Source: an optimization exercise on an open RTL-to-GDS flow (aim: small area and a short achievable clock period). Production flows keep margins and buffers that such runs may drop. Function was not checked in any run shown here: the RTL went through the layout flow alone. Power is estimated from default activity; no workload was simulated.

**design/flow/flow/run.sh**
```bash
#!/bin/bash
# The standard layout, with:
# - synthesis: the standard flow's own synthesis script, with a delay-driven ABC script
#   (strash; dch; map -D; buffer; upsize; dnsize) for the final technology
#   mapping in place of ORFS's abc_speed.script; registers are untouched;
# - timing repair aiming well below the clock period (the SDC is unchanged);
# - plain buffers on the ports;
# - without the slow two-stage OR / AND cells (the platform's don't-use cells
#   stay don't-use).
set -euo pipefail
W=$(pwd)
cat > "$W/synth_abc.tcl" <<EOT
proc abc {args} {
   set rest {}
   set skip 0
   foreach a \$args {
      if {\$skip} { set skip 0; continue }
      if {\$a eq "-script"} { set skip 1; continue }
      lappend rest \$a
   }
   yosys abc -script "+strash;dch;map,-D,1100;buffer;upsize,-D,1100;dnsize,-D,1100" {*}\$rest
}
source $W/synth_recipe.tcl
EOT
DONT_USE="sky130_fd_sc_hd__probe_p_8 sky130_fd_sc_hd__probec_p_8 sky130_fd_sc_hd__lpflow_bleeder_1 sky130_fd_sc_hd__lpflow_clkbufkapwr_1 sky130_fd_sc_hd__lpflow_clkbufkapwr_16 sky130_fd_sc_hd__lpflow_clkbufkapwr_2 sky130_fd_sc_hd__lpflow_clkbufkapwr_4 sky130_fd_sc_hd__lpflow_clkbufkapwr_8 sky130_fd_sc_hd__lpflow_clkinvkapwr_1 sky130_fd_sc_hd__lpflow_clkinvkapwr_16 sky130_fd_sc_hd__lpflow_clkinvkapwr_2 sky130_fd_sc_hd__lpflow_clkinvkapwr_4 sky130_fd_sc_hd__lpflow_clkinvkapwr_8 sky130_fd_sc_hd__lpflow_decapkapwr_12 sky130_fd_sc_hd__lpflow_decapkapwr_3 sky130_fd_sc_hd__lpflow_decapkapwr_4 sky130_fd_sc_hd__lpflow_decapkapwr_6 sky130_fd_sc_hd__lpflow_decapkapwr_8 sky130_fd_sc_hd__lpflow_inputiso0n_1 sky130_fd_sc_hd__lpflow_inputiso0p_1 sky130_fd_sc_hd__lpflow_inputiso1n_1 sky130_fd_sc_hd__lpflow_inputiso1p_1 sky130_fd_sc_hd__lpflow_inputisolatch_1 sky130_fd_sc_hd__lpflow_isobufsrc_1 sky130_fd_sc_hd__lpflow_isobufsrc_16 sky130_fd_sc_hd__lpflow_isobufsrc_2 sky130_fd_sc_hd__lpflow_isobufsrc_4 sky130_fd_sc_hd__lpflow_isobufsrc_8 sky130_fd_sc_hd__lpflow_isobufsrckapwr_16 sky130_fd_sc_hd__lpflow_lsbuf_lh_hl_isowell_tap_1 sky130_fd_sc_hd__lpflow_lsbuf_lh_hl_isowell_tap_2 sky130_fd_sc_hd__lpflow_lsbuf_lh_hl_isowell_tap_4 sky130_fd_sc_hd__lpflow_lsbuf_lh_isowell_4 sky130_fd_sc_hd__lpflow_lsbuf_lh_isowell_tap_1 sky130_fd_sc_hd__lpflow_lsbuf_lh_isowell_tap_2 sky130_fd_sc_hd__lpflow_lsbuf_lh_isowell_tap_4 sky130_fd_sc_hd__a2111o_1 sky130_fd_sc_hd__a2111o_2 sky130_fd_sc_hd__a2111o_4 sky130_fd_sc_hd__and4_1 sky130_fd_sc_hd__and4_2 sky130_fd_sc_hd__and4_4 sky130_fd_sc_hd__and4b_1 sky130_fd_sc_hd__and4b_2 sky130_fd_sc_hd__and4b_4 sky130_fd_sc_hd__and4bb_1 sky130_fd_sc_hd__and4bb_2 sky130_fd_sc_hd__and4bb_4 sky130_fd_sc_hd__o2111a_1 sky130_fd_sc_hd__o2111a_2 sky130_fd_sc_hd__o2111a_4 sky130_fd_sc_hd__or3_1 sky130_fd_sc_hd__or3_2 sky130_fd_sc_hd__or3_4 sky130_fd_sc_hd__or3b_1 sky130_fd_sc_hd__or3b_2 sky130_fd_sc_hd__or3b_4 sky130_fd_sc_hd__or4_1 sky130_fd_sc_hd__or4_2 sky130_fd_sc_hd__or4_4 sky130_fd_sc_hd__or4b_1 sky130_fd_sc_hd__or4b_2 sky130_fd_sc_hd__or4b_4 sky130_fd_sc_hd__or4bb_1 sky130_fd_sc_hd__or4bb_2 sky130_fd_sc_hd__or4bb_4 "
bash standard.sh "SYNTH_SCRIPT=$W/synth_abc.tcl" SETUP_SLACK_MARGIN=8.5 "BUFFER_PORTS_ARGS=-buffer_cell sky130_fd_sc_hd__buf_4" "DONT_USE_CELLS=$DONT_USE" finish > standard_flow.log 2>&1
```
**design/flow/standard.sh**
```bash
#!/bin/bash
# synth_recipe.tcl (not shown) runs the flow's synth.tcl, then flattens the netlist and writes it again
# the make line also repeats each setting of config.mk as NAME=value (left out here)
make -C /OpenROAD-flow-scripts/flow DESIGN_CONFIG=/design/flow/config.mk WORK_HOME=/design/flow/orfs CLKGATE_MAP_FILE= SYNTH_SCRIPT=/design/flow/synth_recipe.tcl "${@:-finish}"
```
**design/flow/config.mk**
```make
export PLATFORM = sky130hd
export DESIGN_NAME = pipecpu
export DESIGN_NICKNAME = pipecpu
export VERILOG_FILES = /design/flow/design.v
export SDC_FILE = /design/flow/constraint.sdc
export NUM_CORES = 8
export LEC_CHECK = 0
export CAP_MARGIN = 20
export CORE_MARGIN = 2
export CORE_UTILIZATION = 50
export CTS_CLUSTER_DIAMETER = 85
export CTS_CLUSTER_SIZE = 25
export PLACE_DENSITY = 0.75
export SLEW_MARGIN = 20
export SYNTH_HIERARCHICAL = 1
```
**design/flow/constraint.sdc**
```tcl
create_clock -name core_clock -period 12.5 [get_ports {clk}]
set_input_delay 2.5000 -clock core_clock [delete_from_list [all_inputs] [get_ports {clk}]]
set_output_delay 2.5000 -clock core_clock [all_outputs]
set_load 0.01 [all_outputs]
```
**design/flow/design.v**
```verilog
module pipecpu(clk, rst, instr, readdata, PC, MemWrite, aluout, writedata);
   input         clk;
   input         rst;
   input  [31:0] instr;
   input  [31:0] readdata;
   output [31:0] PC;
   output        MemWrite;
   output [31:0] aluout;
   output [31:0] writedata;
   localparam OP_ADD = 0, OP_AND = 1, OP_OR = 2, OP_XOR = 3, OP_NOR = 4,
              OP_SLT = 5, OP_SLL = 6, OP_SRL = 7, OP_SRA = 8;
   reg  [31:0] dinst;
   reg         fea, feb;
   reg         fla, flb;
   reg         fxa, fxb;
   reg  [31:0] pcnn, bpcrn;
   wire [31:0] pcn = ~pcnn;
   wire [31:0] bpcr = ~bpcrn;
   reg  [31:0] ea, eb, es;       
   reg         ecin;             
   reg  [4:0]  esa;              
   reg  [8:0]  eop;
   reg  [4:0]  ern;
   reg         ewreg, em2reg, ewmem;
   reg  [31:0] malu, mb;
   reg  [4:0]  mrn;
   reg         mwreg, mm2reg, mwmem;
   assign MemWrite = mwmem;
   assign aluout = malu;
   assign writedata = mb;
   wire [5:0] op = dinst[31:26];
   wire [5:0] func = dinst[5:0];
   wire [4:0] rs = dinst[25:21];
   wire [4:0] rt = dinst[20:16];
   wire [4:0] rd = dinst[15:11];
   wire r_type = ~|op;
   wire i_add  = r_type & (func == 6'b100000);
   wire i_sub  = r_type & (func == 6'b100010);
   wire i_and  = r_type & (func == 6'b100100);
   wire i_or   = r_type & (func == 6'b100101);
   wire i_xor  = r_type & (func == 6'b100110);
   wire i_nor  = r_type & (func == 6'b100111);
   wire i_slt  = r_type & (func == 6'b101010);
   wire i_sll  = r_type & (func == 6'b000000);
   wire i_srl  = r_type & (func == 6'b000010);
   wire i_sra  = r_type & (func == 6'b000011);
   wire i_sllv = r_type & (func == 6'b000100);
   wire i_srlv = r_type & (func == 6'b000110);
   wire i_jr   = r_type & (func == 6'b001000);
   wire i_addi = (op == 6'b001000);
   wire i_andi = (op == 6'b001100);
   wire i_ori  = (op == 6'b001101);
   wire i_xori = (op == 6'b001110);
   wire i_lui  = (op == 6'b001111);
   wire i_lw   = (op == 6'b100011);
   wire i_sw   = (op == 6'b101011);
   wire i_beq  = (op == 6'b000100);
   wire i_bne  = (op == 6'b000101);
   wire i_j    = (op == 6'b000010);
   wire i_jal  = (op == 6'b000011);
   wire i_rs = i_add | i_sub | i_and | i_or | i_xor | i_jr | i_addi | i_andi | i_ori | i_xori |
               i_lw | i_sw | i_beq | i_bne | i_nor | i_slt | i_sllv | i_srlv;
   wire i_rt = i_add | i_sub | i_and | i_or | i_xor | i_sll | i_sllv | i_srl | i_srlv | i_sra |
               i_sw | i_beq | i_bne | i_nor | i_slt;
   wire wreg = i_add | i_sub | i_and | i_or | i_xor | i_sll | i_sllv | i_srlv | i_nor | i_slt |
               i_srl | i_sra | i_addi | i_andi | i_ori | i_xori | i_lw | i_lui | i_jal;
   wire regrt  = i_addi | i_andi | i_ori | i_xori | i_lw | i_lui;
   wire shift  = i_sll | i_srl | i_sra;
   wire aluimm = i_addi | i_lw | i_sw | i_beq | i_bne | i_lui | i_ori | i_andi | i_xori;
   wire sext   = i_addi | i_lw | i_sw | i_beq | i_bne;
   wire [4:0] rn = i_jal ? 5'd31 : regrt ? rt : rd;
   wire dwreg = wreg & (rn != 5'd0);    
   wire stall = ewreg & em2reg & (i_rs & (ern == rs) | i_rt & (ern == rt));
   reg  [31:0] rf [1:31];
   reg  [31:1] rfv;
   wire [31:0] wdi = mm2reg ? readdata : malu;
   wire [31:1] wsel;
   genvar gi;
   generate
      for (gi = 1; gi < 32; gi = gi + 1) begin : g_rf
         assign wsel[gi] = mwreg & (mrn == gi);
         always @(posedge clk)
            if (wsel[gi]) rf[gi] <= wdi;
      end
   endgenerate
   always @(posedge clk or posedge rst) begin
      if (rst) rfv <= 31'd0;
      else rfv <= rfv | wsel;
   end
   wire [31*16-1:0] rfh [0:1];    
   generate
      for (gi = 1; gi < 32; gi = gi + 1) begin : g_rfq
         assign rfh[0][(gi-1)*16 +: 16] = rf[gi][15:0];
         assign rfh[1][(gi-1)*16 +: 16] = rf[gi][31:16];
      end
   endgenerate
   wire [31:0] qa, qb;
   wire [31:1] nsela, nselb;    
   generate
      for (gi = 0; gi < 2; gi = gi + 1) begin : g_rd
         rf_read rda (.clk(clk), .rst(rst), .nsel(nsela), .d(rfh[gi]), .q(qa[gi*16 +: 16]));
         rf_read rdb (.clk(clk), .rst(rst), .nsel(nselb), .d(rfh[gi]), .q(qb[gi*16 +: 16]));
      end
   endgenerate
   wire [31:0] ealu;
   wire [31:0] ao = ({32{fla}} & readdata) | ({32{fxa}} & malu) | qa;    
   wire [31:0] bo = ({32{flb}} & readdata) | ({32{fxb}} & malu) | qb;    
   wire [31:0] a = ({32{fea}} & ealu) | ao;
   wire [31:0] b = ({32{feb}} & ealu) | bo;
   wire [31:0] ninst = stall ? dinst : instr;
   wire [4:0]  nrs = ninst[25:21];
   wire [4:0]  nrt = ninst[20:16];
   wire [31:1] nvalid = rfv | wsel;
   wire efwd = ~stall & dwreg & ~i_lw;
   wire nfea = efwd & (rn == nrs);
   wire nfeb = efwd & (rn == nrt);
   wire nfma = ewreg & (ern == nrs) & ~nfea;
   wire nfmb = ewreg & (ern == nrt) & ~nfeb;
   generate
      for (gi = 1; gi < 32; gi = gi + 1) begin : g_sel
         assign nsela[gi] = (nrs == gi) & nvalid[gi] & ~nfea & ~nfma;
         assign nselb[gi] = (nrt == gi) & nvalid[gi] & ~nfeb & ~nfmb;
      end
   endgenerate
   always @(posedge clk or posedge rst) begin
      if (rst) begin
         fea <= 1'b0;
         feb <= 1'b0;
         fla <= 1'b0;
         flb <= 1'b0;
         fxa <= 1'b0;
         fxb <= 1'b0;
      end else begin
         fea <= nfea;
         feb <= nfeb;
         fla <= nfma & em2reg;
         flb <= nfmb & em2reg;
         fxa <= nfma & ~em2reg;
         fxb <= nfmb & ~em2reg;
      end
   end
   wire [31:0] ep = ea ^ eb;
   wire [31:0] eg = ea & eb;
   wire [31:0] sum;
   wire        slt;
   alu_add add (.a(ea), .b(eb), .cin(ecin), .sum(sum), .slt(slt));
   wire [31:0] ealu_ls;
   wire [31:0] ealu_lss = ealu_ls | {31'd0, eop[OP_SLT] & slt};
   wire ntaken;
   wire fe1 = fea ^ feb;
   br_eq beq_unit (.ao(ao), .bo(bo), .p(ep), .g(eg), .ecin(ecin), .els(ealu_lss),
                   .m_same(fea & feb), .m_n(~fea & ~feb), .m_add(fe1 & eop[OP_ADD]),
                   .m_ls(fe1 & ~eop[OP_ADD]),
                   .beq(i_beq & ~stall), .bne(i_bne & ~stall), .taken(ntaken));
   wire [31:0] imm = {{16{sext & dinst[15]}}, dinst[15:0]};
   wire [31:0] bpc = pcn + {{14{dinst[15]}}, dinst[15:0], 2'b00};
   wire [31:0] jpc = {pcn[31:28], dinst[25:0], 2'b00};
   wire [31:0] pci;       
   wire [31:0] pc4 = pci + 32'd4;
   wire [31:0] npc = stall ? pci : i_jr ? a : (i_j | i_jal) ? jpc : pc4;
   always @(posedge clk or posedge rst) begin
      if (rst) pcnn <= 32'hffffffff;
      else pcnn <= ~npc;
   end
   generate
      for (gi = 0; gi < 8; gi = gi + 1) begin : g_pc
         pc_sel psel (.clk(clk), .ntaken(ntaken), .bpcn(bpcrn[gi*4 +: 4]),
                      .pcnn(pcnn[gi*4 +: 4]), .pc(PC[gi*4 +: 4]));
      end
      for (gi = 0; gi < 2; gi = gi + 1) begin : g_pci
         pci_sel isel (.clk(clk), .ntaken(ntaken), .bpcn(bpcrn[gi*16 +: 16]),
                       .pcnn(pcnn[gi*16 +: 16]), .pc(pci[gi*16 +: 16]));
      end
   endgenerate
   always @(posedge clk or posedge rst) begin
      if (rst) bpcrn <= 32'hffffffff;
      else bpcrn <= ~bpc;
   end
   always @(posedge clk or posedge rst) begin
      if (rst) dinst <= 32'd0;
      else if (!stall) dinst <= instr;
   end
   wire dsub = i_sub | i_beq | i_bne | i_slt;
   wire [8:0] dop;
   assign dop[OP_ADD] = i_add | i_addi | i_lw | i_sw | i_jal | i_sub | i_beq | i_bne;
   assign dop[OP_AND] = i_and | i_andi;
   assign dop[OP_OR]  = ~(dop[OP_ADD] | i_and | i_andi | i_xor | i_xori | i_nor | i_slt |
                          i_sll | i_sllv | i_srl | i_srlv | i_sra);
   assign dop[OP_XOR] = i_xor | i_xori;
   assign dop[OP_NOR] = i_nor;
   assign dop[OP_SLT] = i_slt;
   assign dop[OP_SLL] = i_sll | i_sllv;
   assign dop[OP_SRL] = i_srl | i_srlv;
   assign dop[OP_SRA] = i_sra;
   wire [31:0] da = i_jal ? pcn : i_lui ? 32'd0 :
                    shift ? {a[31:5], dinst[10:6]} : a;
   wire [31:0] db0 = i_jal ? 32'd4 : i_lui ? {dinst[15:0], 16'd0} :
                     aluimm ? imm : (dop[OP_OR] & ~i_or) ? 32'd0 : b;
   wire [31:0] db = dsub ? ~db0 : db0;
   always @(posedge clk) begin
      ea <= da;
      eb <= db;
      es <= b;
      ecin <= dsub;
      esa <= (i_sll ? ~dinst[10:6] : 5'd0) | ((i_srl | i_sra) ? dinst[10:6] : 5'd0) |
             (i_sllv ? ~a[4:0] : 5'd0) | (i_srlv ? a[4:0] : 5'd0);
      ern <= rn;
   end
   always @(posedge clk or posedge rst) begin
      if (rst) begin
         eop <= 9'd0;
         ewreg <= 1'b0;
         em2reg <= 1'b0;
         ewmem <= 1'b0;
      end else begin
         eop <= dop;
         ewreg <= dwreg & ~stall;
         em2reg <= i_lw;
         ewmem <= i_sw & ~stall;
      end
   end
   alu_ls ls (.p(ep), .g(eg), .s(es), .sa(esa), .op(eop[8:1]), .y(ealu_ls));
   assign ealu = ({32{eop[OP_ADD]}} & sum) | ealu_lss;
   always @(posedge clk or posedge rst) begin
      if (rst) begin
         malu <= 32'd0;
         mwreg <= 1'b0;
         mm2reg <= 1'b0;
         mwmem <= 1'b0;
      end else begin
         malu <= ealu;
         mwreg <= ewreg;
         mm2reg <= em2reg;
         mwmem <= ewmem;
      end
   end
   always @(posedge clk) begin
      mb <= es;
      mrn <= ern;
   end
endmodule
module rf_read(clk, rst, nsel, d, q);
   input              clk, rst;
   input  [31:1]      nsel;
   input  [31*16-1:0] d;
   output reg [15:0]  q;
   reg [31:1] sel;
   always @(posedge clk or posedge rst) begin
      if (rst) sel <= 31'd0;
      else sel <= nsel;
   end
   integer k;
   always @(*) begin
      q = 16'd0;
      for (k = 1; k < 32; k = k + 1)
         q = q | (d[(k-1)*16 +: 16] & {16{sel[k]}});
   end
endmodule
module alu_add(a, b, cin, sum, slt);
   input  [31:0] a, b;
   input         cin;
   output [31:0] sum;
   output        slt;
   wire [32:0] sum1 = {a, 1'b1} + {b, cin};
   assign sum = sum1[32:1];
   assign slt = (a[31] ^ ~b[31]) ? a[31] : sum[31];
endmodule
module alu_ls(p, g, s, sa, op, y);
   input  [31:0] p, g, s;       
   input  [4:0]  sa;
   input  [7:0]  op;
   output [31:0] y;
   wire left = op[5];
   wire [31:0] r0 = left  ? {s[0],     s[31:1]}  : s;
   wire [31:0] r1 = sa[0] ? {r0[0],    r0[31:1]} : r0;
   wire [31:0] r2 = sa[1] ? {r1[1:0],  r1[31:2]} : r1;
   wire [31:0] r3 = sa[2] ? {r2[3:0],  r2[31:4]} : r2;
   wire [31:0] r4 = sa[3] ? {r3[7:0],  r3[31:8]} : r3;
   wire [31:0] r5 = sa[4] ? {r4[15:0], r4[31:16]} : r4;
   wire [31:0] t;
   genvar i;
   generate
      for (i = 0; i < 32; i = i + 1) begin : g_t
         if (i == 0) assign t[i] = 1'b0;
         else assign t[i] = (sa >= 32 - i);
      end
   endgenerate
   wire fill = op[7] & s[31];
   wire [31:0] m = left ? ~{1'b1, t[31:1]} : t;
   wire [31:0] sh = (r5 & ~m) | ({32{fill}} & m);
   assign y = ({32{op[0]}} & g) |
              ({32{op[1]}} & (p | g)) |
              ({32{op[2]}} & p) |
              ({32{op[3]}} & ~(p | g)) |
              ({32{op[5] | op[6] | op[7]}} & sh);
endmodule
module br_eq(ao, bo, p, g, ecin, els, m_same, m_n, m_add, m_ls, beq, bne, taken);
   input  [31:0] ao, bo, p, g, els;
   input         ecin, m_same, m_n, m_add, m_ls, beq, bne;
   output        taken;
   wire [31:0] x = ao | bo;
   wire [31:0] c0 = {g[30:0] | p[30:0], ecin};
   wire [31:0] c1 = {g[30:0], ecin};
   wire [31:0] xm1 = {x[30:0], 1'b0};
   wire [31:0] cin_i;
   genvar i;
   generate
      for (i = 0; i < 32; i = i + 1) begin : g_c
         assign cin_i[i] = xm1[i] ? c1[i] : c0[i];
      end
   endgenerate
   wire eq_add = &(~(x ^ p ^ cin_i));
   wire eq_ls = &(~(els ^ x));
   wire eq_n = &(~(ao ^ bo));
   wire eq = m_same | (m_n & eq_n) | (m_add & eq_add) | (m_ls & eq_ls);
   assign taken = beq & eq | bne & ~eq;
endmodule
module pc_sel(clk, ntaken, bpcn, pcnn, pc);
   input        clk, ntaken;
   input  [3:0] bpcn, pcnn;
   output [3:0] pc;
   reg taken;
   always @(posedge clk) taken <= ntaken;
   assign pc = ~(taken ? bpcn : pcnn);
endmodule
module pci_sel(clk, ntaken, bpcn, pcnn, pc);
   input         clk, ntaken;
   input  [15:0] bpcn, pcnn;
   output [15:0] pc;
   reg taken;
   always @(posedge clk) taken <= ntaken;
   assign pc = ~(taken ? bpcn : pcnn);
endmodule
```
==> flow_metrics.py, run 1 <==
metrics = {
    "clock_tree": {
        "clkLatencyLatePin_ns": 0.74,
        "hold_buffers": 0,
        "cts_num_sinks": 1450,
        "cts_tree": "yes",
        "cts_buffer_depth": 3,
        "cts-buffers-inserted": 76,
        "cts-root-buf": "clkbuf_16",
        "path_clk_slew_ns": 0.10,
        "cts-htree-levels": 3,
    },
    "logic_synthesis": {
        "synth.most_common_cell": "edfxtp_1",
        "yosysTopAreaCell": "edfxtp_1",
        "synth_nets": 6561,
        "synth_top_area_share": 0.426,
        "synthCells": 6365,
        "yosys_most_used_dff": "edfxtp_1",
        "ys_async_sr_fraction": 0.210,
        "syn_area_per_cell_sq_um": 11.0,
        "syn_area_sq_mm": 0.0700,
        "yosysWarnings": 12,
        "synthTopCellsByArea": "edfxtp_1, dfrtp_1, a22oi_1",
        "yosysSeqAreaShare": 0.579,
        "ys_seq_elements": 1450,
        "synth-edff-count": 992,
        "synth_cell_type_count": 84,
        "yosys-top-cells-count": "edfxtp_1, nand2_1, a22oi_1",
    },
    "place": {
        "numPortBuffers": 162,
        "place_inst": 8175,
        "place_congestion": 1.05,
        "dp_hpwl_microns": 190000,
        "pre_cts_ws_ns": 7.29,
    },
    "min_path": {
        "hold_depth": 0,
        "hold_end": "mb[22]",
        "hold_start": "es[22]",
        "min_path_type": "register to register",
    },
    "grt": {
        "grtUsageTotal": 0.372,
        "antenna_found_initial": 21,
        "grt_use_met1": 0.491,
        "grt_pass1_vias": 54646,
        "use_met2": 0.545,
        "grt_pass1_wl_microns": 385000,
        "grt_max_degree": 79,
        "grt_busiest_layer": "met2",
        "grt_use_met3": 0.110,
        "grt-ovfl-total": 0,
    },
    "power_and_ir_drop": {
        "cellPowerDensity_mw_per_mm2": 148,
        "p_leak_nw": 28.7,
        "ir_drop_mv": 0.148,
        "switchingPower_mw": 3.73,
        "switching_share": 0.323,
        "p_clk_frac": 0.252,
        "p_seq_frac": 0.512,
        "internal-power_mw": 7.80,
        "p_comb_frac": 0.236,
    },
    "outcome": {
        "status": "complete, no violations",
    },
    "worst_setup_path": {
        "max_stage_delay_ns": 0.71,
        "cp_num_cells": 15,
        "r2r-start": "g_rd[1].rda.sel[28]",
        "crit_chain": "a22oi_1 > nand4_1 > nor2_1 > nand2_1 > a221o_1 > inv_1 > ha_2 > nor4_4 > nand4_1 > nor2_2 > nand2_4 > nand3b_1 > a41oi_4 > nand2_4 > o21ai_4",
        "crit_family": "simple AND/OR/NAND/NOR gates",
        "endpoint_kind": "register",
        "critPathBufInv": 1,
        "path_max_fanout": 16,
        "r2r_cells": 15,
        "crit_start": "g_rd[1].rda.sel[28]",
        "crit_path_start_kind": "register",
        "worstPathArrival_ns": 4.84,
        "worstPathRequired_ns": 13.09,
        "rrSetupSlack_ns": 8.25,
        "critPathSlowestCell": "dfrtp_1",
        "criticalPathCategory": "register to register",
        "r2r-end": "g_pc[1].psel.taken",
    },
    "route": {
        "antenna_left": 0,
        "drt_iter0_markers": 10084,
        "wl_per_cell_microns": 32.7,
        "viasPerCell": 7.04,
        "drc": 0,
        "vias": 59060,
        "drt-total-wl_microns": 275000,
        "firstDrtPassIters": 8,
    },
    "floorplan": {
        "core_area_sq_mm": 0.139,
        "die_area_sq_mm": 0.143,
        "initial_utilization": 0.503,
        "num_io_pins": 163,
        "die_w_microns": 378,
        "die_h_microns": 378,
        "rows": 137,
    },
    "layout": {
        "area_delta_synth_final_pct": 11.1,
        "layout-drive-gt1-share": 0.137,
        "finalNonFillerCells": 8385,
        "fin_nets": 6639,
        "post-route-util": 0.559,
    },
    "timing": {
        "fin_crit_sh": 0.340,
        "timing.hold.ws_ns": 0.384,
        "fin_tns_setup_ns": 0,
        "rsz0062_at_grt": "yes",
        "worst_pin_slew_ns": 1.32,
        "period_needed_ns": 4.25,
        "skew_ns": 0.0585,
        "fin_ws_ns": 8.25,
        "fmax_mhz": 235,
        "drv_slew": 0,
        "setup_violations": 0,
        "hold_violations": 0,
        "relSlewSlack": 0.109,
    },
    "job": {
        "drv_cap": 0,
    },
}
==> power groups by stage <==
| stage | logic [mW] | registers (mW) | clock network (mW) |
|---|---|---|---|
| 5_1_grt | 2.87 | 5.92 | 3.07 |
| 3_5_place_dp | 2.32 | 6.00 | 0 |
| 6_report | 2.72 | 5.91 | 2.90 |
| 3_3_place_gp | 2.30 | 6.00 | 0 |
| 2_1_floorplan | 1.44 | 5.85 | 0 |
| 4_1_cts | 2.53 | 5.88 | 2.91 |
==> layout make-up <==
cell class                      instances  area (sq um)
Antenna cell                           11          27.5
Clock buffer                          114          2100
Clock inverter                         19           330
Fill cell                           11774         61400
Inverter                              366          1400
Multi-Input combinational cell       4244         28400
Sequential cell                      1450         40700
Tap cell                             1876          2350
Timing Repair Buffer                  305          2530
==> metrics by stage <==
stage	total power, mW	cell area (sq um)
2_1_floorplan	7.28	70100
3_3_place_gp	8.29	73200
3_5_place_dp	8.32	73200
4_1_cts	11.3	76800
5_1_grt	11.9	77800
6_report	11.5	77800
==> flip-flops by register name, summed over array words and instances (netlist names), 2 cells and up, named ones only <==
signal,flops
eb,32
eop,9
ern,5
rf,992
esa,5
g_rd.rdb.sel,62
malu,32
mrn,5
g_pci.isel.taken,2
bpcrn,32
mb,32
rfv,31
es,32
g_rd.rda.sel,62
pcnn,28
ea,32
g_pc.psel.taken,8
dinst,32
==> worst reg2reg max path, cell delays in order (launching register included) <==
cell	delay, ns
dfrtp_1	0.71
a22oi_1	0.32
nand4_1	0.30
nor2_1	0.48
nand2_1	0.25
a221o_1	0.34
inv_1	0.07
ha_2	0.29
nor4_4	0.27
nand4_1	0.26
nor2_2	0.23
nand2_4	0.05
nand3b_1	0.15
a41oi_4	0.11
nand2_4	0.19
o21ai_4	0.10
==> kinds of logic (layout without fill, tap and decap cells) <==
| kind of cell | Yosys count | after routing | synth area share |
|---|---|---|---|
| compound gates | 2050 | 2051 | 0.211 |
| flops | 1450 | 1450 | 0.579 |
| mux | 105 | 105 | 0.0156 |
| buf+inv | 675 | 804 | 0.0378 |
| xor+xnor | 130 | 130 | 0.0163 |
| fa+ha+maj | 130 | 130 | 0.0236 |
| simple gates | 1825 | 1828 | 0.117 |
| other cells | 0 | 11 | 0 |
==> Yosys stat by module, one instance, submodules excluded <==
module	copies in the design	cells	area, sq um	flip-flops and latches
rf_read	4	431	3380	31
pc_sel	8	5	60.1	1
pipecpu	1	3152	47700	1316
alu_add	1	280	1760	0
pci_sel	2	19	189	1
alu_ls	1	835	4190	0
br_eq	1	296	1980	0
==> how the worst max path moves through the flow <==
stage	to	slack [ns]
global route	PC[24]	8.32
floorplan	dinst[0]	7.74
CTS	PC[24]	8.32
finish	g_pc[1].psel.taken	8.25
global placement	g_pc[6].psel.taken	7.33
detailed placement	g_pc[6].psel.taken	7.29
==> layout by cell type, fill, tap and decap left out, types with 81 or more instances in the layout <==
master	Yosys	layout
nand4_1	180	180
edfxtp_1	992	992
a221oi_1	158	158
a22oi_1	742	741
nor2_1	391	349
xor2_1	93	89
o21ai_0	249	216
ha_1	127	89
nand2_1	758	747
dfrtp_1	240	190
a21oi_1	278	260
inv_1	359	323
buf_4	4	276
clkbuf_16	0	81
nand3_1	295	287
nor3_1	104	102
o211ai_1	90	90
a22o_1	128	128
dfxtp_1	154	136
==> timing repair <==
action / 4_1_cts / 5_1_grt
setup buffers: 46 / 13
gates resized for setup: 194 / 216
cloned: 3 / 4
endpoints found under the setup margin: 276 / 226
pin swaps: 50 / 64
==> routing by layer <==
layer	share of wire	wire length [microns]
met1	0.36	99800
met2	0.43	117000
met5	0.00046	125
met3	0.14	37900
met4	0.072	19800
==> run 2, diff against run 1 <==
--- a/design/flow/flow/run.sh
+++ b/design/flow/flow/run.sh
@@ -2,7 +2,8 @@
 # The standard layout, with:
 # - synthesis: the standard flow's own synthesis script, with a delay-driven ABC script
 #   (strash; dch; map -D; buffer; upsize; dnsize) for the final technology
-#   mapping in place of ORFS's abc_speed.script; registers are untouched;
+#   mapping in place of ORFS's abc_speed.script (a looser delay target for
+#   the top module than for the others); registers are untouched;
 # - timing repair aiming well below the clock period (the SDC is unchanged);
 # - plain buffers on the ports;
 # - without the slow two-stage OR / AND cells (the platform's don't-use cells
@@ -18,7 +19,8 @@
       if {\$a eq "-script"} { set skip 1; continue }
       lappend rest \$a
    }
-   yosys abc -script "+strash;dch;map,-D,1100;buffer;upsize,-D,1100;dnsize,-D,1100" {*}\$rest
+   yosys abc -script "+strash;dch;map,-D,1100;buffer;upsize,-D,1100;dnsize,-D,1100" {*}\$rest rf_read br_eq alu_add alu_ls pc_sel pci_sel
+   yosys abc -script "+strash;dch;map,-D,1600;buffer;upsize,-D,1600;dnsize,-D,1600" {*}\$rest pipecpu
 }
 source $W/synth_recipe.tcl
 EOT
==> run 2 against run 1 <==
Register-to-register slack improved by 0.06 ns. Worst hold slack got worse by 0.023 ns. Still clean. Critical path type unchanged. Non-clock buffer count up 1.
==> flow_metrics.py, run 2 <==
metrics = {
    "place": {
        "place_congestion": 1.09,
        "dp_hpwl_microns": 188000,
        "numPortBuffers": 162,
        "pre_cts_ws_ns": 7.12,
    },
    "worst_setup_path": {
        "path_max_fanout": 16,
        "crit_start": "g_rd[0].rda.sel[22]",
        "worstPathArrival_ns": 4.80,
        "r2r-start": "g_rd[0].rda.sel[22]",
        "criticalPathCategory": "register to register",
        "endpoint_kind": "register",
        "crit_path_start_kind": "register",
        "worstPathRequired_ns": 13.11,
    },
    "clock_tree": {
        "cts-root-buf": "clkbuf_16",
        "cts_num_sinks": 1450,
        "cts-buffers-inserted": 78,
        "clkLatencyLatePin_ns": 0.76,
        "cts-htree-levels": 3,
        "hold_buffers": 0,
        "cts_tree": "yes",
        "path_clk_slew_ns": 0.10,
        "cts_buffer_depth": 3,
    },
    "layout": {
        "fill_cells": 11297,
        "final_common_cell": "edfxtp_1",
        "ff_latch_area_sq_mm": 0.0407,
        "regMostFlops": "rf",
        "top_regs": "rf (992), g_rd.rda.sel (62), g_rd.rdb.sel (62)",
        "multi_input_area_sq_mm": 0.0276,
        "layout-drive-gt1-share": 0.136,
        "layout_common_cells": "edfxtp_1, a22oi_1, nand2_1, nor2_1, inv_1",
        "largest_reg_flops": 992,
        "area_delta_synth_final_pct": 10.8,
        "fin_nets": 6472,
    },
    "outcome": {
        "status": "complete, no violations",
    },
    "timing": {
        "fin_tns_setup_ns": 0,
        "relSlewSlack": 0.233,
        "setup_violations": 0,
        "skew_ns": 0.0384,
        "fmax_mhz": 239,
        "drv_slew": 0,
        "fin_crit_sh": 0.335,
        "period_needed_ns": 4.19,
        "worst_pin_slew_ns": 1.15,
        "fin_ws_ns": 8.31,
        "hold_violations": 0,
        "rsz0062_at_grt": "yes",
    },
    "grt": {
        "grt_max_degree": 160,
        "grt_pass1_vias": 54113,
        "grt_pass1_wl_microns": 382000,
        "grtUsageTotal": 0.372,
        "grt-ovfl-total": 0,
        "antenna_found_initial": 17,
    },
    "floorplan": {
        "die_h_microns": 377,
        "num_io_pins": 163,
        "core_area_sq_mm": 0.138,
        "die_area_sq_mm": 0.142,
        "die_w_microns": 377,
        "initial_utilization": 0.505,
        "rows": 136,
    },
    "logic_synthesis": {
        "synth_top_area_share": 0.429,
        "ys_async_sr_fraction": 0.210,
        "yosysTopAreaCell": "edfxtp_1",
        "synthCells": 6185,
        "synth_nets": 6381,
        "yosysSeqAreaShare": 0.584,
        "ys_seq_elements": 1450,
        "synthTopCellsByArea": "edfxtp_1, dfrtp_1, a22oi_1",
        "yosys_most_used_dff": "edfxtp_1",
        "synth_cell_type_count": 87,
        "syn_area_sq_mm": 0.0695,
        "yosysWarnings": 12,
        "synth.most_common_cell": "edfxtp_1",
        "synth-edff-count": 992,
        "syn_area_per_cell_sq_um": 11.2,
        "yosys-top-cells-count": "edfxtp_1, a22oi_1, nand2_1",
    },
    "power_and_ir_drop": {
        "cellPowerDensity_mw_per_mm2": 149,
        "ir_drop_mv": 0.146,
        "p_leak_nw": 28.3,
    },
    "route": {
        "drt_iter0_markers": 11357,
        "firstDrtPassIters": 10,
        "drc": 0,
        "vias": 58404,
        "drt-total-wl_microns": 273000,
        "wl_per_cell_microns": 33.6,
        "antenna_left": 0,
        "viasPerCell": 7.18,
    },
    "job": {
        "drv_cap": 0,
    },
    "min_path": {
        "min_path_type": "register to register",
        "hold_start": "ewmem",
    },
}
-- run 2: changes by cell type after synthesis, moves of 19 or more --
cell     change
o311a_1     +33
xor2_1      +29
nor3_1      -71
nor4_1      +72
buf_2       -19
or2_2       -29
nand3_1     -38
inv_1       +19
o211a_1     -37
a21oi_1     -35
o21ai_0     -38
nand2_1    -119
-- run 2: worst paths after layout --
| check | cells after the start | to | slack [ns] |
|---|---|---|---|
| max reg2reg | 14 | g_pc[0].psel.taken | 8.31 |
| min | 0 | mwmem | 0.36 |
| min reg2reg | 0 | mwmem | 0.36 |
| max in group asynchronous | 3 | dinst[0] | 9.05 |
| min in group asynchronous | 2 | g_rd[1].rda.sel[1] | 1.78 |
| max | 14 | g_pc[0].psel.taken | 8.31 |
-- run 2: kinds of logic after synthesis --
family | count (synthesis) | synth area share
AOI/OAI and AO/OA | 1999 | 0.210
xor gates and xnor gates | 163 | 0.0205
adders and majority gates | 130 | 0.0237
buffers and inverters | 698 | 0.0400
DFF | 1450 | 0.584
muxes | 104 | 0.0156
and+or+nand+nor | 1641 | 0.107
-- run 2: power by group --
group          switching (mW)  internal, mW
sequential              0.248          5.62
clock                    1.72          1.26
combinational            1.75         0.894
total                    3.71          7.78
-- run 2: metal layers --
metal / GRT usage / vias to the layer above / routed length (microns)
met3: 0.107 / 816 / 40000
met4: 0.206 / 20 / 18500
li1: - / 24087 / -
met5: 0 / - / 218
met1: 0.498 / 28598 / 98200
met2: 0.545 / 4883 / 116000
-- run 2: final cells by class --
type / count / share of cell area
clock buffers: 104 / 0.0269
inverters: 396 / 0.0195
well taps: 1794 / 0.0292
flip-flops and latches: 1450 / 0.528
repair buffers: 306 / 0.0316
multi-input cells: 4043 / 0.358
repair inverters: 1 / 0.0000975
clock inverters: 35 / 0.00623
diodes: 7 / 0.000228
-- run 2: metrics by stage --
step | instances | hold WS, ns | instance area [sq um] | utilization | total power [mW]
2_1_floorplan | 6185 | 0.331 | 69600 | - | 7.26
3_3_place_gp | 7921 | 0.333 | 72600 | 0.527 | 8.22
3_5_place_dp | 7921 | 0.342 | 72600 | 0.527 | 8.26
4_1_cts | 8110 | 0.362 | 76400 | 0.555 | 11.3
5_1_grt | 8129 | 0.366 | 77000 | 0.559 | 11.8
6_report | 8136 | 0.361 | 77000 | 0.559 | 11.5
-- run 2: timing repair --
item | in CTS | in global routing
gates resized for setup | 201 | 123
pin swaps | 54 | 31
cloned | 4 | 4
setup endpoints to repair | 290 | 238
buffers inserted | 46 | 14
-- run 2: per-module statistics from Yosys, one instance, submodules excluded --
| module | area [sq um] | times used |
|---|---|---|
| pipecpu | 47200 | 1 |
| alu_ls | 4190 | 1 |
| rf_read | 3380 | 4 |
| br_eq | 1980 | 1 |
| alu_add | 1760 | 1 |
| pci_sel | 189 | 2 |
| pc_sel | 60.1 | 8 |
-- run 2: critical path: stages (launching register included) --
cell and delay, ns:
dfrtp_1 0.69, a22oi_1 0.37, nand4_1 0.27, nor2_1 0.46, nand2_1 0.14, a221o_1 0.34
inv_2 0.09, ha_4 0.17, xnor2_1 0.14, or2_1 0.15, o2111ai_2 0.13, nor4_4 0.46
a41oi_4 0.31, nand2_4 0.18, o21ai_4 0.10
==> run 3, diff against run 2 <==
--- a/design/flow/design.v
+++ b/design/flow/design.v
@@ -103,8 +103,10 @@
       end
    endgenerate
    wire [31:0] ealu;
-   wire [31:0] ao = ({32{fla}} & readdata) | ({32{fxa}} & malu) | qa;    
-   wire [31:0] bo = ({32{flb}} & readdata) | ({32{fxb}} & malu) | qb;    
+   wire [31:0] qma = ({32{fxa}} & malu) | qa;      
+   wire [31:0] qmb = ({32{fxb}} & malu) | qb;
+   wire [31:0] ao = ({32{fla}} & readdata) | qma;    
+   wire [31:0] bo = ({32{flb}} & readdata) | qmb;    
    wire [31:0] a = ({32{fea}} & ealu) | ao;
    wire [31:0] b = ({32{feb}} & ealu) | bo;
    wire [31:0] ninst = stall ? dinst : instr;
@@ -148,7 +150,8 @@
    wire [31:0] ealu_lss = ealu_ls | {31'd0, eop[OP_SLT] & slt};
    wire ntaken;
    wire fe1 = fea ^ feb;
-   br_eq beq_unit (.ao(ao), .bo(bo), .p(ep), .g(eg), .ecin(ecin), .els(ealu_lss),
+   br_eq beq_unit (.ao(ao), .bo(bo), .qm(qma | qmb), .rd(readdata), .fl(fla | flb),
+                   .p(ep), .g(eg), .ecin(ecin), .els(ealu_lss),
                    .m_same(fea & feb), .m_n(~fea & ~feb), .m_add(fe1 & eop[OP_ADD]),
                    .m_ls(fe1 & ~eop[OP_ADD]),
                    .beq(i_beq & ~stall), .bne(i_bne & ~stall), .taken(ntaken));
@@ -294,11 +297,11 @@
               ({32{op[3]}} & ~(p | g)) |
               ({32{op[5] | op[6] | op[7]}} & sh);
 endmodule
-module br_eq(ao, bo, p, g, ecin, els, m_same, m_n, m_add, m_ls, beq, bne, taken);
-   input  [31:0] ao, bo, p, g, els;
-   input         ecin, m_same, m_n, m_add, m_ls, beq, bne;
+module br_eq(ao, bo, qm, rd, fl, p, g, ecin, els, m_same, m_n, m_add, m_ls, beq, bne, taken);
+   input  [31:0] ao, bo, qm, rd, p, g, els;
+   input         fl, ecin, m_same, m_n, m_add, m_ls, beq, bne;
    output        taken;
-   wire [31:0] x = ao | bo;
+   wire [31:0] x = qm | ({32{fl}} & rd);
    wire [31:0] c0 = {g[30:0] | p[30:0], ecin};
    wire [31:0] c1 = {g[30:0], ecin};
    wire [31:0] xm1 = {x[30:0], 1'b0};
==> run 3 against run 2 <==
Via count rose by 2.8%. Highest routed layer unchanged. Still clean. First-iteration DRC count is 2.2% lower. Critical path type is now primary input to register. Largest power group unchanged. Clock skew up 0.013 ns. Clock-buffer cell count rose by 4. Power is 2.2% lower. Final cell count rose by 3.1%. Utilization up 1.1 points.
==> flow_metrics.py, run 3 <==
metrics = {
    "grt": {
        "antenna_found_initial": 10,
        "grt_pass1_wl_microns": 389000,
        "grt_pass1_vias": 54795,
        "grt_max_degree": 150,
        "grt-ovfl-total": 0,
        "grtUsageTotal": 0.381,
    },
    "power_and_ir_drop": {
        "total_power_mw": 11.2,
        "p_leak_nw": 29.7,
        "cellPowerDensity_mw_per_mm2": 143,
        "ir_drop_mv": 0.139,
    },
    "floorplan": {
        "die_h_microns": 377,
        "initial_utilization": 0.505,
        "core_area_sq_mm": 0.138,
        "die_area_sq_mm": 0.142,
        "die_w_microns": 377,
        "rows": 136,
        "num_io_pins": 163,
    },
    "outcome": {
        "status": "complete, no violations",
    },
    "clock_tree": {
        "cts_buffer_depth": 3,
        "clkLatencyLatePin_ns": 0.73,
        "path_clk_slew_ns": 0.10,
        "cts-htree-levels": 3,
        "hold_buffers": 0,
        "cts-root-buf": "clkbuf_16",
        "cts_num_sinks": 1450,
        "cts-buffers-inserted": 70,
        "cts_tree": "yes",
    },
    "timing": {
        "rsz0062_at_grt": "yes",
        "worst_pin_slew_ns": 1.25,
        "period_needed_ns": 4.12,
        "fmax_mhz": 242,
        "setup_violations": 0,
        "fin_crit_sh": 0.330,
        "fin_ws_ns": 8.38,
        "skew_ns": 0.0515,
        "timing.hold.ws_ns": 0.384,
        "hold_violations": 0,
        "drv_slew": 0,
        "fin_tns_setup_ns": 0,
        "relSlewSlack": 0.165,
    },
    "logic_synthesis": {
        "synth_nets": 6522,
        "yosys_most_used_dff": "edfxtp_1",
        "syn_area_per_cell_sq_um": 10.9,
        "yosysWarnings": 12,
        "synthTopCellsByArea": "edfxtp_1, dfrtp_1, a22oi_1",
        "syn_area_sq_mm": 0.0695,
        "yosysSeqAreaShare": 0.583,
        "synth_cell_type_count": 84,
        "yosysTopAreaCell": "edfxtp_1",
        "yosys-top-cells-count": "edfxtp_1, a22oi_1, nand2_1",
        "synth_top_area_share": 0.428,
        "synth-edff-count": 992,
        "synthCells": 6358,
        "ys_async_sr_fraction": 0.210,
        "synth.most_common_cell": "edfxtp_1",
        "ys_seq_elements": 1450,
    },
    "worst_setup_path": {
        "endpoint_kind": "register",
        "criticalPathCategory": "primary input to register",
        "path_max_fanout": 10,
        "worstPathArrival_ns": 4.76,
        "worstPathRequired_ns": 13.14,
        "crit_path_start_kind": "primary input",
    },
    "place": {
        "dp_hpwl_microns": 189000,
        "pre_cts_ws_ns": 7.08,
        "place_congestion": 1.09,
        "numPortBuffers": 162,
        "place_area_sq_mm": 0.0731,
    },
    "layout": {
        "area_delta_synth_final_pct": 13.0,
        "layout_common_cells": "edfxtp_1, a22oi_1, nand2_1, inv_1, nor2_1",
        "final_common_cell": "edfxtp_1",
        "ff_latch_area_sq_mm": 0.0407,
        "largest_reg_flops": 992,
        "design_area_sq_mm": 0.0786,
        "top_regs": "rf (992), g_rd.rda.sel (62), g_rd.rdb.sel (62)",
        "fill_cells": 11335,
        "fin_nets": 6702,
        "regMostFlops": "rf",
        "multi_input_area_sq_mm": 0.0285,
        "layout-drive-gt1-share": 0.164,
    },
    "route": {
        "wl_per_cell_microns": 33.7,
        "drt_iter0_markers": 11112,
        "vias": 60040,
        "viasPerCell": 7.16,
        "antenna_left": 0,
        "drt-total-wl_microns": 283000,
        "drc": 0,
        "firstDrtPassIters": 7,
    },
    "job": {
        "drv_cap": 0,
    },
    "min_path": {
        "min_path_type": "register to register",
    },
}
run 3: cell types whose count changed after synthesis, moves of 13 or more:
cell and change:
mux2_2 -32, nor4_1 -65, ha_1 -32, o211ai_1 -27
nand2_1 +13, nor2_1 +70, o21ai_0 +60, nor3_1 +57
nand4_1 +18, a221o_1 -64, a21oi_2 +23, a21oi_1 +107
run 3: worst paths after layout:
| kind | start | end | slack [ns] | cells past startpoint |
|---|---|---|---|---|
| hold reg to reg | ewmem | mwmem | 0.38 | 0 |
| setup / recovery | readdata[12] | g_pci[1].isel.taken | 8.38 | 10 |
| min in group asynchronous | rst | g_rd[0].rdb.sel[9] | 1.90 | 3 |
| hold / removal | ewmem | mwmem | 0.38 | 0 |
| max in group asynchronous | rst | dinst[1] | 9.09 | 3 |
| setup reg to reg | g_rd[0].rdb.sel[6] | g_pci[1].isel.taken | 8.42 | 17 |
run 3: stage by stage:
step	instances	utilization
2_1_floorplan	6358	-
3_3_place_gp	8134	0.530
3_5_place_dp	8135	0.530
4_1_cts	8310	0.553
5_1_grt	8385	0.570
6_report	8390	0.570
run 3: what timing repair did:
item                       CTS  global route
cloned                       7             4
pin swaps                   11            77
resized for setup          149           446
buffers inserted            45            68
setup endpoints to repair  301           266
run 3: cell type report:
type | count | area share
multi-input combinational | 4203 | 0.363
clock inverter | 15 | 0.00279
sequential | 1450 | 0.518
timing repair buffer | 411 | 0.0439
clock buffer | 108 | 0.0244
tap | 1794 | 0.0286
inverter | 402 | 0.0198
antenna | 7 | 0.000223
run 3: power by group:
group / internal (mW) / switching [mW]
Combinational: 0.918 / 1.78
Clock: 1.12 / 1.56
Sequential: 5.60 / 0.263
Total: 7.63 / 3.60
run 3: cells by family (layout without fill, tap and decap cells):
kind of cell	count (synthesis)	in the layout	share of synthesized area
DFF	1450	1450	0.583
xor gates and xnor gates	162	162	0.0208
adders and majority gates	98	98	0.0180
buffers and inverters	713	936	0.0410
and+or+nand+nor	1726	1730	0.109
AOI/OAI and AO/OA	2137	2141	0.217
muxes	72	72	0.0104
other	0	7	0
run 3: per-module statistics from Yosys (local to each module, per instance):
module | area (sq um) | flip-flops and latches | cells inside | copies in the design
pipecpu | 47100 | 1316 | 3112 | 1
pc_sel | 60.1 | 1 | 5 | 8
pci_sel | 189 | 1 | 19 | 2
br_eq | 2140 | 0 | 329 | 1
rf_read | 3380 | 31 | 431 | 4
alu_ls | 4190 | 0 | 835 | 1
alu_add | 1760 | 0 | 280 | 1
run 3: routing by layer:
layer	vias up	wire length, microns	GRT usage
met5	-	212	0
met4	6	18500	0.211
met3	897	42800	0.122
met2	5182	118000	0.541
met1	29280	103000	0.518
li1	24675	-	-
run 3: critical path: stages:
cell,delay (ns)
buf_4,0.15
inv_1,0.09
o21ai_0,0.53
o221ai_1,0.39
nor4_2,0.34
a41oi_2,0.22
nand2_1,0.13
a31oi_2,0.06
o21ai_4,0.20
buf_12,0.15
==> run 4, diff against run 3 <==
--- a/design/flow/design.v
+++ b/design/flow/design.v
@@ -157,8 +157,8 @@
                    .beq(i_beq & ~stall), .bne(i_bne & ~stall), .taken(ntaken));
    wire [31:0] imm = {{16{sext & dinst[15]}}, dinst[15:0]};
    wire [31:0] bpc = pcn + {{14{dinst[15]}}, dinst[15:0], 2'b00};
-   wire [31:0] jpc = {pcn[31:28], dinst[25:0], 2'b00};
    wire [31:0] pci;       
+   wire [31:0] jpc = {pci[31:28], dinst[25:0], 2'b00};
    wire [31:0] pc4 = pci + 32'd4;
    wire [31:0] npc = stall ? pci : i_jr ? a : (i_j | i_jal) ? jpc : pc4;
    always @(posedge clk or posedge rst) begin
==> run 4 against run 3 <==
Now fails the layout checks on slew limit. Worst setup slack better by 0.046 ns. Non-clock buffer count down 10. First-iteration DRC count grew 1.9%. Highest routed layer unchanged. Die area up 0.18%. Fmax increased by 1.1%.
==> flow_metrics.py, run 4 <==
metrics = {
    "worst_setup_path": {
        "path_max_fanout": 10,
        "crit_chain": "buf_4 > inv_1 > o21ai_1 > o21ai_0 > a211o_1 > nor4_1 > a41oi_2 > nand2_1 > a31oi_2 > o21ai_4 > buf_12",
        "endpoint_kind": "register",
        "criticalPathCategory": "primary input to register",
        "worstPathArrival_ns": 4.71,
        "r2r-start": "g_rd[1].rda.sel[6]",
        "max_stage_delay_ns": 0.49,
        "r2r_cells": 16,
        "critPathSlowestCell": "o21ai_1",
        "r2r-end": "g_pc[6].psel.taken",
        "critPathBufInv": 3,
        "rrSetupSlack_ns": 8.45,
        "worstPathRequired_ns": 13.13,
        "crit_path_start_kind": "primary input",
        "crit_family": "compound AO/OA/AOI/OAI gates",
    },
    "min_path": {
        "min_path_type": "register to register",
        "hold_end": "mwmem",
        "hold_start": "ewmem",
        "hold_depth": 0,
    },
    "floorplan": {
        "die_area_sq_mm": 0.142,
        "die_w_microns": 377,
        "rows": 136,
        "core_area_sq_mm": 0.138,
        "initial_utilization": 0.505,
        "num_io_pins": 163,
        "die_h_microns": 377,
    },
    "clock_tree": {
        "cts-buffers-inserted": 71,
        "cts-root-buf": "clkbuf_16",
        "clkLatencyLatePin_ns": 0.74,
        "cts_buffer_depth": 3,
        "cts-htree-levels": 3,
        "path_clk_slew_ns": 0.09,
        "cts_num_sinks": 1450,
        "cts_tree": "yes",
        "hold_buffers": 0,
    },
    "logic_synthesis": {
        "synth_nets": 6568,
        "yosys_most_used_dff": "edfxtp_1",
        "syn_area_sq_mm": 0.0697,
        "yosysTopAreaCell": "edfxtp_1",
        "synth-edff-count": 992,
        "yosys-top-cells-count": "edfxtp_1, a22oi_1, nand2_1",
        "syn_area_per_cell_sq_um": 10.9,
        "yosysSeqAreaShare": 0.582,
        "synthCells": 6404,
        "ys_async_sr_fraction": 0.210,
        "synthTopCellsByArea": "edfxtp_1, dfrtp_1, a22oi_1",
        "ys_seq_elements": 1450,
        "synth.most_common_cell": "edfxtp_1",
        "yosysWarnings": 12,
        "synth_cell_type_count": 85,
        "synth_top_area_share": 0.428,
    },
    "timing": {
        "hold_violations": 0,
        "period_needed_ns": 4.08,
        "fmax_mhz": 245,
        "skew_ns": 0.0455,
        "drv_slew": 13,
        "relSlewSlack": -0.00679,
        "setup_violations": 0,
        "timing.hold.ws_ns": 0.357,
        "worst_pin_slew_ns": 1.51,
        "rsz0062_at_grt": "yes",
        "fin_tns_setup_ns": 0,
        "fin_crit_sh": 0.326,
    },
    "power_and_ir_drop": {
        "ir_drop_mv": 0.158,
        "p_leak_nw": 29.4,
        "cellPowerDensity_mw_per_mm2": 145,
        "total_power_mw": 11.3,
    },
    "route": {
        "viasPerCell": 7.09,
        "antenna_left": 0,
        "drc": 0,
        "wl_per_cell_microns": 33.3,
        "drt_iter0_markers": 11319,
        "drt-total-wl_microns": 280000,
        "vias": 59726,
        "firstDrtPassIters": 10,
    },
    "grt": {
        "grt_max_degree": 159,
        "grt_pass1_vias": 54488,
        "grt-ovfl-total": 0,
        "antenna_found_initial": 21,
        "grtUsageTotal": 0.375,
        "grt_pass1_wl_microns": 385000,
    },
    "layout": {
        "post-route-util": 0.569,
        "finalNonFillerCells": 8426,
        "largest_reg_flops": 992,
        "final_common_cell": "edfxtp_1",
        "fin_nets": 6735,
        "area_delta_synth_final_pct": 12.6,
        "layout_common_cells": "edfxtp_1, a22oi_1, nand2_1, nor2_1, buf_4",
        "layout-drive-gt1-share": 0.165,
        "top_regs": "rf (992), g_rd.rda.sel (62), g_rd.rdb.sel (62)",
        "regMostFlops": "rf",
    },
    "outcome": {
        "failed_checks": "slew limit",
        "status": "failed layout checks",
    },
    "place": {
        "dp_hpwl_microns": 191000,
        "place_congestion": 1.08,
        "numPortBuffers": 162,
        "place_inst": 8184,
    },
    "job": {
        "drv_cap": 0,
    },
}
[run 4: changes by cell type in the layout (fill, tap and decap cells not counted), sizes merged, moves of 22 or more]
cell    before  now
o311a       52   19
a221oi     163  140
inv        401  338
nor3        96   37
nand2      656  740
or2         13   48
o21ai      332  354
nor2       481  511
o211a       34   67
[run 4: area by class of cell]
cell class / count / area, sq um
repair buffers: 401 / 3250
inverters: 335 / 1270
clock buffers: 114 / 1960
multi-input cells: 4312 / 28800
clock inverters: 16 / 235
flip-flops and latches: 1450 / 40700
well taps: 1794 / 2240
fillers: 11396 / 59400
diodes: 4 / 10.0
[run 4: logic make-up after synthesis]
| group | after synthesis | share of synthesized area |
|---|---|---|
| adder cells (fa/ha/maj) | 98 | 0.0179 |
| AND/OR/NAND/NOR | 1791 | 0.112 |
| buffers and inverters | 645 | 0.0370 |
| flip-flops | 1450 | 0.582 |
| multiplexers | 77 | 0.0111 |
| XOR/XNOR | 150 | 0.0194 |
| AO/OA/AOI/OAI | 2193 | 0.221 |
[run 4: metal layers]
metal  global-route usage  vias up  wire [microns]
met2                0.540     5143          119000
li1                     -    24733               -
met1                0.525    29010          105000
met3                0.102      816           41400
met4                0.181       24           15500
met5              0.00446        -             230
[run 4: what timing repair did]
item,in CTS,in global routing
setup endpoints to repair,303,238
buffers inserted,43,62
pin swaps,9,72
gates resized for setup,194,373
cloned,3,0
[run 4: per-module statistics from Yosys, one instance, submodules excluded]
module	cell area, sq um	cells	copies in the design	flip-flops and latches
br_eq	2140	329	1	0
alu_add	1760	280	1	0
pci_sel	189	19	2	1
rf_read	3380	431	4	31
pipecpu	47200	3158	1	1316
pc_sel	60.1	5	8	1
alu_ls	4190	835	1	0
[run 4: worst register-to-register path, stage by stage, from the launching register on]
cell      delay, ns
dfrtp_4        0.55
buf_4          0.22
a22o_1         0.23
a221oi_1       0.20
nand3_1        0.26
nor2_4         0.26
nand2_1        0.13
a21oi_1        0.19
o21ai_1        0.19
xnor2_2        0.41
nand4_1        0.19
nor4_2         0.36
a41oi_2        0.21
nand2_1        0.12
a31oi_2        0.06
o21ai_4        0.19
buf_12         0.16
[run 4: stage by stage]
stage	instance area, sq um	setup slack (ns)
final	78400	8.42
after global routing	78400	8.40
after CTS	76500	8.41
after detailed placement	73200	7.15
after global placement	73200	6.78
after floorplan	69700	7.74
[run 4: report_power, final]
group          internal [mW]  switching, mW  leakage (nW)
Combinational          0.922           1.78          14.1
Clock                   1.15           1.61          1.05
Sequential              5.62          0.264          14.2
[run 4: worst max-delay path by stage]
stage / from / depth (start not counted) / slack, ns / end
finish: readdata[4] / 11 / 8.42 / g_pc[6].psel.taken
CTS: g_pc[6].psel.taken / 2 / 8.41 / PC[27]
global placement: dinst[30] / 13 / 6.78 / g_rd[0].rda.sel[1]
floorplan: rst / 1 / 7.74 / dinst[0]
global route: g_pc[6].psel.taken / 2 / 8.40 / PC[27]
detailed placement: dinst[30] / 13 / 7.15 / g_rd[0].rda.sel[22]
==> run 5, diff against run 4 <==
--- a/design/flow/flow/run.sh
+++ b/design/flow/flow/run.sh
@@ -2,8 +2,7 @@
 # The standard layout, with:
 # - synthesis: the standard flow's own synthesis script, with a delay-driven ABC script
 #   (strash; dch; map -D; buffer; upsize; dnsize) for the final technology
-#   mapping in place of ORFS's abc_speed.script (a looser delay target for
-#   the top module than for the others); registers are untouched;
+#   mapping in place of ORFS's abc_speed.script; registers are untouched;
 # - timing repair aiming well below the clock period (the SDC is unchanged);
 # - plain buffers on the ports;
 # - without the slow two-stage OR / AND cells (the platform's don't-use cells
@@ -19,8 +18,7 @@
       if {\$a eq "-script"} { set skip 1; continue }
       lappend rest \$a
    }
-   yosys abc -script "+strash;dch;map,-D,1100;buffer;upsize,-D,1100;dnsize,-D,1100" {*}\$rest rf_read br_eq alu_add alu_ls pc_sel pci_sel
-   yosys abc -script "+strash;dch;map,-D,1600;buffer;upsize,-D,1600;dnsize,-D,1600" {*}\$rest pipecpu
+   yosys abc -script "+strash;dch;map,-D,1100;buffer;upsize,-D,1100;dnsize,-D,1100" {*}\$rest
 }
 source $W/synth_recipe.tcl
 EOT
==> run 5 against run 4 <==
Now clean on timing, DRC and antenna. Die area grew 1.2%. First-iteration DRC count up 3.4%. Synthesized area is 1.2% higher. Worst setup slack got worse by 0.082 ns. Worst hold slack gained 0.012 ns. Non-clock buffer count grew 36. Fmax fell by 2.0%. Utilization is 0.13 points higher. Clock power rose by 7%. Sequential share of layout area fell by 0.84 points.
==> flow_metrics.py, run 5 <==
metrics = {
    "worst_setup_path": {
        "r2r-start": "dinst[31]",
        "criticalPathCategory": "register to output port",
        "crit_chain": "mux2i_4 > buf_6",
        "path_max_fanout": 4,
        "max_stage_delay_ns": 0.44,
        "worstPathArrival_ns": 1.66,
        "critPathBufInv": 1,
        "crit_family": "flip-flops",
        "crit_path_start_kind": "register",
        "rrSetupSlack_ns": 8.45,
        "critPathSlowestCell": "dfxtp_4",
        "crit_start": "g_pc[7].psel.taken",
        "r2r_cells": 13,
        "worstPathRequired_ns": 10.00,
        "r2r-end": "fla",
        "endpoint_kind": "output port",
    },
    "outcome": {
        "status": "complete, no violations",
    },
    "layout": {
        "final_common_cell": "edfxtp_1",
        "fill_cells": 11510,
        "multi_input_area_sq_mm": 0.0291,
        "fin_nets": 6883,
        "layout_common_cells": "edfxtp_1, a22oi_1, nand2_1, buf_4, nor2_1",
        "largest_reg_flops": 992,
        "area_delta_synth_final_pct": 13.0,
        "regMostFlops": "rf",
        "top_regs": "rf (992), g_rd.rda.sel (62), g_rd.rdb.sel (62)",
        "ff_latch_area_sq_mm": 0.0407,
        "layout-drive-gt1-share": 0.155,
        "design_area_sq_mm": 0.0797,
    },
    "logic_synthesis": {
        "ys_async_sr_fraction": 0.210,
        "yosys-top-cells-count": "edfxtp_1, a22oi_1, nand2_1",
        "synth.most_common_cell": "edfxtp_1",
        "synthCells": 6523,
        "synth_nets": 6687,
        "synthTopCellsByArea": "edfxtp_1, dfrtp_1, a22oi_1",
        "synth_top_area_share": 0.423,
        "yosys_most_used_dff": "edfxtp_1",
        "yosysTopAreaCell": "edfxtp_1",
        "syn_area_sq_mm": 0.0705,
        "yosysWarnings": 12,
        "yosysSeqAreaShare": 0.575,
        "synth-edff-count": 992,
        "ys_seq_elements": 1450,
        "syn_area_per_cell_sq_um": 10.8,
        "synth_cell_type_count": 86,
    },
    "clock_tree": {
        "cts-htree-levels": 3,
        "hold_buffers": 0,
        "cts_tree": "yes",
        "path_clk_slew_ns": 0.10,
        "cts_num_sinks": 1450,
        "cts-buffers-inserted": 75,
        "cts-root-buf": "clkbuf_16",
        "clkLatencyLatePin_ns": 0.75,
        "cts_buffer_depth": 3,
    },
    "route": {
        "vias": 61648,
        "antenna_left": 0,
        "drt-total-wl_microns": 291000,
        "drt_iter0_markers": 11704,
        "drc": 0,
        "wl_per_cell_microns": 33.6,
        "viasPerCell": 7.12,
        "firstDrtPassIters": 9,
    },
    "floorplan": {
        "rows": 137,
        "die_h_microns": 379,
        "num_io_pins": 163,
        "initial_utilization": 0.505,
        "die_w_microns": 379,
        "core_area_sq_mm": 0.140,
        "die_area_sq_mm": 0.144,
    },
    "timing": {
        "fmax_mhz": 240,
        "fin_tns_setup_ns": 0,
        "relSlewSlack": 0.185,
        "fin_crit_sh": 0.333,
        "hold_violations": 0,
        "rsz0062_at_grt": "yes",
        "skew_ns": 0.0513,
        "drv_slew": 0,
        "worst_pin_slew_ns": 1.22,
        "setup_violations": 0,
        "period_needed_ns": 4.16,
    },
    "power_and_ir_drop": {
        "p_leak_nw": 29.7,
        "cellPowerDensity_mw_per_mm2": 147,
        "ir_drop_mv": 0.139,
    },
    "grt": {
        "grt_max_degree": 97,
        "grt_pass1_vias": 56077,
        "grtUsageTotal": 0.389,
        "antenna_found_initial": 12,
        "grt_pass1_wl_microns": 401000,
        "grt-ovfl-total": 0,
    },
    "min_path": {
        "min_path_type": "register to register",
        "hold_end": "mb[0]",
        "hold_start": "es[0]",
        "hold_depth": 0,
    },
    "place": {
        "place_congestion": 1.03,
        "numPortBuffers": 162,
        "dp_hpwl_microns": 201000,
        "place_area_sq_mm": 0.0745,
    },
    "job": {
        "drv_cap": 0,
    },
}
==> run 5: cell count changes in the layout (fill, tap and decap cells not counted), moves of 18 or more <==
cell      delta
a221oi_2    -18
nor3_1      +42
nand2_1     -55
nor2_1      -44
inv_1       +42
o211ai_1    +22
nand4_1     +50
o21ai_2     -20
buf_4       +20
nor2_4      -20
o21ai_0     +47
a21oi_1     +29
nand3_1     +60
==> run 5: timing repair <==
| action | 4_1_cts | 5_1_grt |
|---|---|---|
| buffers inserted | 40 | 41 |
| endpoints found under the setup margin | 298 | 234 |
| endpoints found under the hold margin | 0 | 0 |
| pin swaps | 11 | 41 |
| gates resized for setup | 211 | 275 |
| cloned | 3 | 6 |
==> run 5: kinds of logic (layout without fill, tap and decap cells) <==
| kind of cell | Yosys count | in the layout | synth area share |
|---|---|---|---|
| AO/OA/AOI/OAI | 2245 | 2246 | 0.223 |
| XOR/XNOR | 148 | 148 | 0.0188 |
| adder cells (fa/ha/maj) | 98 | 98 | 0.0177 |
| buffers and inverters | 691 | 947 | 0.0393 |
| flip-flops | 1450 | 1450 | 0.575 |
| multiplexers | 75 | 75 | 0.0106 |
| other | 0 | 2 | 0 |
| AND/OR/NAND/NOR | 1816 | 1818 | 0.116 |
==> run 5: Yosys stat by module, one instance, submodules excluded <==
module | cells | copies in the design
br_eq | 329 | 1
pc_sel | 5 | 8
rf_read | 431 | 4
alu_add | 280 | 1
alu_ls | 835 | 1
pipecpu | 3277 | 1
pci_sel | 19 | 2
==> run 5: where the power goes <==
group	switching (mW)	internal, mW	total, mW
clock	1.68	1.24	2.93
combinational	1.90	0.933	2.83
sequential	0.316	5.63	5.95
total	3.90	7.81	11.7
==> run 5: layer usage <==
metal	routed length [microns]	GRT usage
met1	110000	0.547
met3	44500	0.121
met4	16700	0.187
met5	148	0
met2	119000	0.547
==> run 5: worst max-delay path by stage <==
stage	endpoint	depth (start not counted)
after CTS	PC[31]	2
after floorplan	dinst[0]	1
final	PC[31]	2
after detailed placement	g_rd[0].rda.sel[17]	12
after global placement	g_rd[0].rda.sel[17]	12
after global routing	PC[31]	2
==> run 5: cell type report <==
class	count	share of cell area
Tap cell	1876	0.0295
Antenna cell	2	0.0000628
Multi-Input combinational cell	4385	0.365
Clock buffer	119	0.0267
Sequential cell	1450	0.510
Timing Repair Buffer	437	0.0464
Inverter	370	0.0180
Clock inverter	21	0.00418
==> run 5: through the flow <==
step	instances	setup slack, ns	util	total power [mW]	hold WS (ns)
floorplan	6523	7.74	-	7.33	0.331
finish	8660	8.34	0.570	11.7	0.368
global route	8658	8.33	0.570	12.0	0.376
detailed placement	8428	7.11	0.533	8.47	0.354
global placement	8427	6.94	0.533	8.45	0.336
CTS	8611	8.33	0.559	11.5	0.372
==> run 5: worst reg2reg max path: stages (launching register included) <==
cell     delay, ns
dfrtp_1       0.51
nor2_4        0.11
buf_4         0.16
nand4_1       0.18
o211a_1       0.27
nand4_1       0.40
nand2_2       0.26
nand3_4       0.22
nand2_8       0.19
nand2_1       0.12
nand3_1       0.48
nand3_4       0.45
nor3_2        0.44
o211a_1       0.20

-- afterwards: timing with drivers on the ports --
Ports are ideal in the flow. The routed layouts listed here were re-timed in OpenROAD. Step 1 sets driving cells, clkbuf_16 on the clock port and buf_2 on the other inputs (assumed; they add their load-dependent delay and slew). Step 2 moves the port delays by t, midway between the first and last clock arrival at a register: inputs arrive t later, outputs are due t later. That takes back most of the time a late clock gives input paths. Three values: ideal ports, drivers, drivers and shift; two values: the first two.
| run | shift t [ns] | setup slack, ns | worst hold slack (ns) | worst setup path after step 2 | cell pins on the clock port's net |
|---|---|---|---|---|---|
| run 1 | 0.797 | 8.246 / 8.246 / 7.518 | 0.384 / 0.384 / 0.384 | input to register | 1 |
| run 2 | 0.817 | 8.309 / 8.309 / 7.521 | 0.361 / 0.361 / 0.361 | input to register | 1 |
| run 3 | 0.789 | 8.376 / 8.307 / 7.612 | 0.384 / 0.384 / 0.384 | input to register | 1 |
| run 4 | 0.786 | 8.422 / 8.362 / 7.686 | 0.357 / 0.357 / 0.357 | input to register | 1 |
| run 5 | 0.801 | 8.340 / 8.263 / 7.689 | 0.368 / 0.368 / 0.368 | input to register | 1 |
For run 2, which loses most, drivers alone change the setup slack by 0.000 ns; drivers and shift together by -0.788 ns.
